From an optimization exercise on the open Yosys and OpenROAD flow, aimed at small area; shortcuts taken in it are not production practice.
At most, simulation tests tie the RTL to the original design; equivalence was not proved.
Power figures rest on the tool's default switching activity, not on a simulated workload.

## JK
==> module ARITHMATIC_UNIT, before the edit <==
module ARITHMATIC_UNIT #(parameter KH = 15, parameter KL = 0, parameter P_TOP = 0)
(
  input wire [15:0]  A,B,
  input wire         mul, div, add,
  input wire [15-KH:0] r_in,    
  output wire [16-KL:0] r_out,  
  output wire [KH:KL] sel);     
wire [15:0] mb = B & {16{mul}};          
wire [15:0] nbd = ~B & {16{div}};        
wire ma = mul | add;                     
wire [16:0] hz;
assign hz[16] = 1'b1;
genvar k, i;
generate
  for (i = 15; i >= 0; i = i - 1) begin : g_hz
    assign hz[i] = hz[i+1] & ~B[i];
  end
endgenerate
generate
  for (k = KH; k >= KL; k = k - 1) begin : g_stage
    localparam W = 17 - k;
    localparam P = (P_TOP + KH - k) % 2;
    wire [W-1:0] x;        
    wire [W-1:0] r;        
    wire [W-1:0] c;        
    wire lsb = (A[k] & ~mul) ^ P;
    if (k == KH) begin : g_x0
      if (W > 1) begin : g_w
        assign x = {r_in[W-2:0], lsb};
      end else begin : g_w1
        assign x = lsb;
      end
    end else begin : g_x
      assign x = {g_stage[k+1].r[W-2:0], lsb};
    end
    if (k > 0) begin : g_mid
      wire nsel;
      for (i = 0; i < W-1; i = i + 1) begin : g_bit
        if (P == 0) begin : g_p
          ALU_CELL_P U_cell(
            .x(x[i]), .c(i == 0 ? div | (add & B[k]) : c[i-1]),
            .a(A[i]), .mb(mb[k]), .nb(nbd[i]), .sel(sel[k]), .nsel(nsel),
            .co(c[i]), .r(r[i]));
        end else begin : g_n
          ALU_CELL_N U_cell(
            .x(x[i]), .c(i == 0 ? ~(div | (add & B[k])) : c[i-1]),
            .a(A[i]), .mb(mb[k]), .nb(nbd[i]), .sel(sel[k]), .nsel(nsel),
            .co(c[i]), .r(r[i]));
        end
      end
      assign r[W-1] = ~(x[W-1] ^ ((A[W-1] & mb[k]) ^ P[0]) ^ c[W-2]);
      wire dv = div & hz[16-k];
      if (P == 0) begin : g_sp
        ALU_SEL_P U_sel(.c(c[W-2]), .dv(dv), .dv2(dv), .mul(ma), .mul2(ma),
          .sel(sel[k]), .nsel(nsel));
      end else begin : g_sn
        ALU_SEL_N U_sel(.cn(c[W-2]), .dv(dv), .dv2(dv), .mul(ma), .mul2(ma),
          .sel(sel[k]), .nsel(nsel));
      end
    end else begin : g_last
      wire sub = ~mul & ~add;
      wire [15:0] nb0 = ~B & {16{sub}};
      for (i = 0; i < W-1; i = i + 1) begin : g_bit
        ALU_CELL0_N U_cell(
          .x(x[i]), .c(i == 0 ? ~(sub | (add & B[0])) : c[i-1]),
          .a(A[i]), .mb(mb[k]), .nb(nb0[i]),
          .co(c[i]), .s(r[i]));
      end
      assign r[W-1] = x[W-1] ^ (sub ^ P[0]) ^ c[W-2];
      assign sel[0] = c[W-2] ^ P[0];    
    end
  end
endgenerate
assign r_out = g_stage[KL].r;
endmodule
export LEC_CHECK = 0
export CAP_MARGIN = 5
export CORE_MARGIN = 2
export CORE_UTILIZATION = 40
export CTS_BUF_LIST = sky130_fd_sc_hd__clkbuf_8
export SLEW_MARGIN = 5
create_clock -name core_clock -period 36.0 [get_ports {clk}]
standard.sh (not shown) runs the stock make flow with config.mk's settings and CLKGATE_MAP_FILE= SYNTH_SCRIPT=/design/flow/synth_recipe.tcl, a recipe that flattens the netlist after the stock synthesis.
==> flow/flow/run.sh <==
#!/bin/bash
# Layout flow: the standard flow (standard.sh) with these changes.
#  - Synthesis is the standard flow's synthesis script, except that ABC maps the logic
#    with the area-oriented script flow/abc_area.script instead of ORFS's
#    default.  ABC does not touch registers, so they are the same as in the
#    standard synthesis.
#  - The array's cells (modules ALU_CELL*, ALU_SEL*) keep their hierarchy
#    through ABC, so each is mapped on its own; the standard flow's synthesis script
#    flattens the netlist before the layout as usual.
#  - After synthesis, flow/fa_pins.py reconnects full adders whose ripple
#    carry came in at A or B so that it comes in at CIN, the fastest input
#    (a full adder's function is symmetric in its inputs).
#  - Port buffers are sky130_fd_sc_hd__buf_1; the resizer still sizes them
#    up where timing or slew needs it.
#  - After global routing, ORFS's power recovery (RECOVER_POWER) downsizes
#    gates off the critical paths.
# Each tool's output goes to a log file in this folder.
set -euo pipefail
HERE=$(pwd)
FLOWDIR=$HERE/flow

# ORFS's synth.tcl with the abc call replaced
sed 's#^\(\s*\)log_cmd abc {\*}$abc_args$#\1log_cmd abc -script '"$FLOWDIR"'/abc_area.script {*}$lib_args {*}$lib_dont_use_args#' \
  "$FLOW_HOME/scripts/synth.tcl" > "$HERE/synth_area.tcl"
grep -q "abc_area.script {\*}\$lib_args" "$HERE/synth_area.tcl"

# The standard flow's synthesis script, sourcing that copy
sed 's#^source \$::env(SCRIPTS_DIR)/synth.tcl$#source '"$HERE"'/synth_area.tcl#' \
  "$HERE/synth_recipe.tcl" > "$HERE/synth_recipe_area.tcl"
grep -q "synth_area.tcl" "$HERE/synth_recipe_area.tcl"

# standard.sh, using that synthesis script
sed 's#SYNTH_SCRIPT=[^ ]*synth_recipe.tcl#SYNTH_SCRIPT='"$HERE"'/synth_recipe_area.tcl#' \
  "$HERE/standard.sh" > "$HERE/standard_area.sh"
grep -q "synth_recipe_area.tcl" "$HERE/standard_area.sh"

# the modules named ALU_CELL* and ALU_SEL* in the design
export SYNTH_KEEP_MODULES="$(sed -n 's/^\s*module\s\+\(ALU_\(CELL\|SEL\)\w*\).*/\1/p' "$FLOW_DESIGN" | sort -u | tr '\n' ' ')"
echo "SYNTH_KEEP_MODULES=$SYNTH_KEEP_MODULES" > "$HERE/keep_modules.log"
export BUFFER_PORTS_ARGS="-buffer_cell sky130_fd_sc_hd__buf_1"
export RECOVER_POWER=100

RESULTS=$HERE/orfs/results/$FLOW_PLATFORM/TOP_VIEW/base
bash "$HERE/standard_area.sh" "$RESULTS/1_2_yosys.v" > "$HERE/flow_synth.log" 2>&1
python3 "$FLOWDIR/fa_pins.py" "$RESULTS/1_2_yosys.v" > "$HERE/fa_pins.log" 2>&1
bash "$HERE/standard_area.sh" > "$HERE/flow.log" 2>&1
Other scripts of this flow, unchanged in this note and not shown: flow/flow/abc_area.script, flow/flow/fa_pins.py
JK completed every stage of the flow, and the final layout passed the timing, design-rule and antenna checks.
The inputs of PW differ from those of JK as listed below.
--- a/flow/design.v
+++ b/flow/design.v
@@ -10,5 +10,5 @@
 (
   input wire [15:0]  A,B,
-  input wire         mul, div, add,
+  input wire         mul, div, add,    
   input wire [15-KH:0] r_in,    
   output wire [16-KL:0] r_out,  
@@ -16,5 +16,4 @@
 wire [15:0] mb = B & {16{mul}};          
 wire [15:0] nbd = ~B & {16{div}};        
-wire ma = mul | add;                     
 wire [16:0] hz;
 assign hz[16] = 1'b1;
@@ -47,10 +46,10 @@
         if (P == 0) begin : g_p
           ALU_CELL_P U_cell(
-            .x(x[i]), .c(i == 0 ? div | (add & B[k]) : c[i-1]),
+            .x(x[i]), .c(i == 0 ? div : c[i-1]),
             .a(A[i]), .mb(mb[k]), .nb(nbd[i]), .sel(sel[k]), .nsel(nsel),
             .co(c[i]), .r(r[i]));
         end else begin : g_n
           ALU_CELL_N U_cell(
-            .x(x[i]), .c(i == 0 ? ~(div | (add & B[k])) : c[i-1]),
+            .x(x[i]), .c(i == 0 ? ~div : c[i-1]),
             .a(A[i]), .mb(mb[k]), .nb(nbd[i]), .sel(sel[k]), .nsel(nsel),
             .co(c[i]), .r(r[i]));
@@ -60,16 +59,16 @@
       wire dv = div & hz[16-k];
       if (P == 0) begin : g_sp
-        ALU_SEL_P U_sel(.c(c[W-2]), .dv(dv), .dv2(dv), .mul(ma), .mul2(ma),
+        ALU_SEL_P U_sel(.c(c[W-2]), .dv(dv), .dv2(dv), .mul(mul), .mul2(mul),
           .sel(sel[k]), .nsel(nsel));
       end else begin : g_sn
-        ALU_SEL_N U_sel(.cn(c[W-2]), .dv(dv), .dv2(dv), .mul(ma), .mul2(ma),
+        ALU_SEL_N U_sel(.cn(c[W-2]), .dv(dv), .dv2(dv), .mul(mul), .mul2(mul),
           .sel(sel[k]), .nsel(nsel));
       end
     end else begin : g_last
       wire sub = ~mul & ~add;
-      wire [15:0] nb0 = ~B & {16{sub}};
+      wire [15:0] nb0 = (B ^ {16{sub}}) & {16{~mul}};
       for (i = 0; i < W-1; i = i + 1) begin : g_bit
         ALU_CELL0_N U_cell(
-          .x(x[i]), .c(i == 0 ? ~(sub | (add & B[0])) : c[i-1]),
+          .x(x[i]), .c(i == 0 ? ~sub : c[i-1]),
           .a(A[i]), .mb(mb[k]), .nb(nb0[i]),
           .co(c[i]), .s(r[i]));
### Flow results
Per the final summary, PW finished and its layout is clean on timing, DRC and antenna.
Comparing JK and PW, the higher final-layout fill cell count is on PW.
In PW the areal power density over the cells turned out 5.8% lower than in JK.
PW vs. JK: worst setup slack closely matched the old numbers, final wirelength decreased by 840 µm relative to the old numbers.
PW against JK: share of the cycle needed by the critical path after routing essentially unchanged; portion of the layout cell area used by clock cells essentially unchanged; wire length of the first global-routing pass decreased 980 µm; combinational-cell power consumption decreased about 15%.
No functional check of the RTL was part of JK.

## static timing again, ports no longer ideal
How much do the figures lean on ideal ports? The routed layouts below were timed once more, with nothing changed but the port constraints. Step 1: set_driving_cell puts a clkbuf_16 on clk and a buf_2 on each other input, an assumption about the parent block. Step 2 times the ports against the registers' clock, not the clock port: input delays grow and output delays shrink by t, the midpoint of the rising clock arrivals with the driver on. Slacks: ideal / step 1 / step 2; pairs: ideal / step 1.
run | t, ns | setup WS [ns] | hold slack, ns | worst setup path at the end | worst data-port slew with drivers (ns)
JK | 0.347 | 0.683 / 0.645 / 0.788 | 6.722 / 6.704 / 7.051 | input to register | 0.04
PW | 0.331 | 0.685 / 0.657 / 0.848 | 6.693 / 6.687 / 7.018 | input to register | 0.05
After both steps every run listed still meets setup and hold.
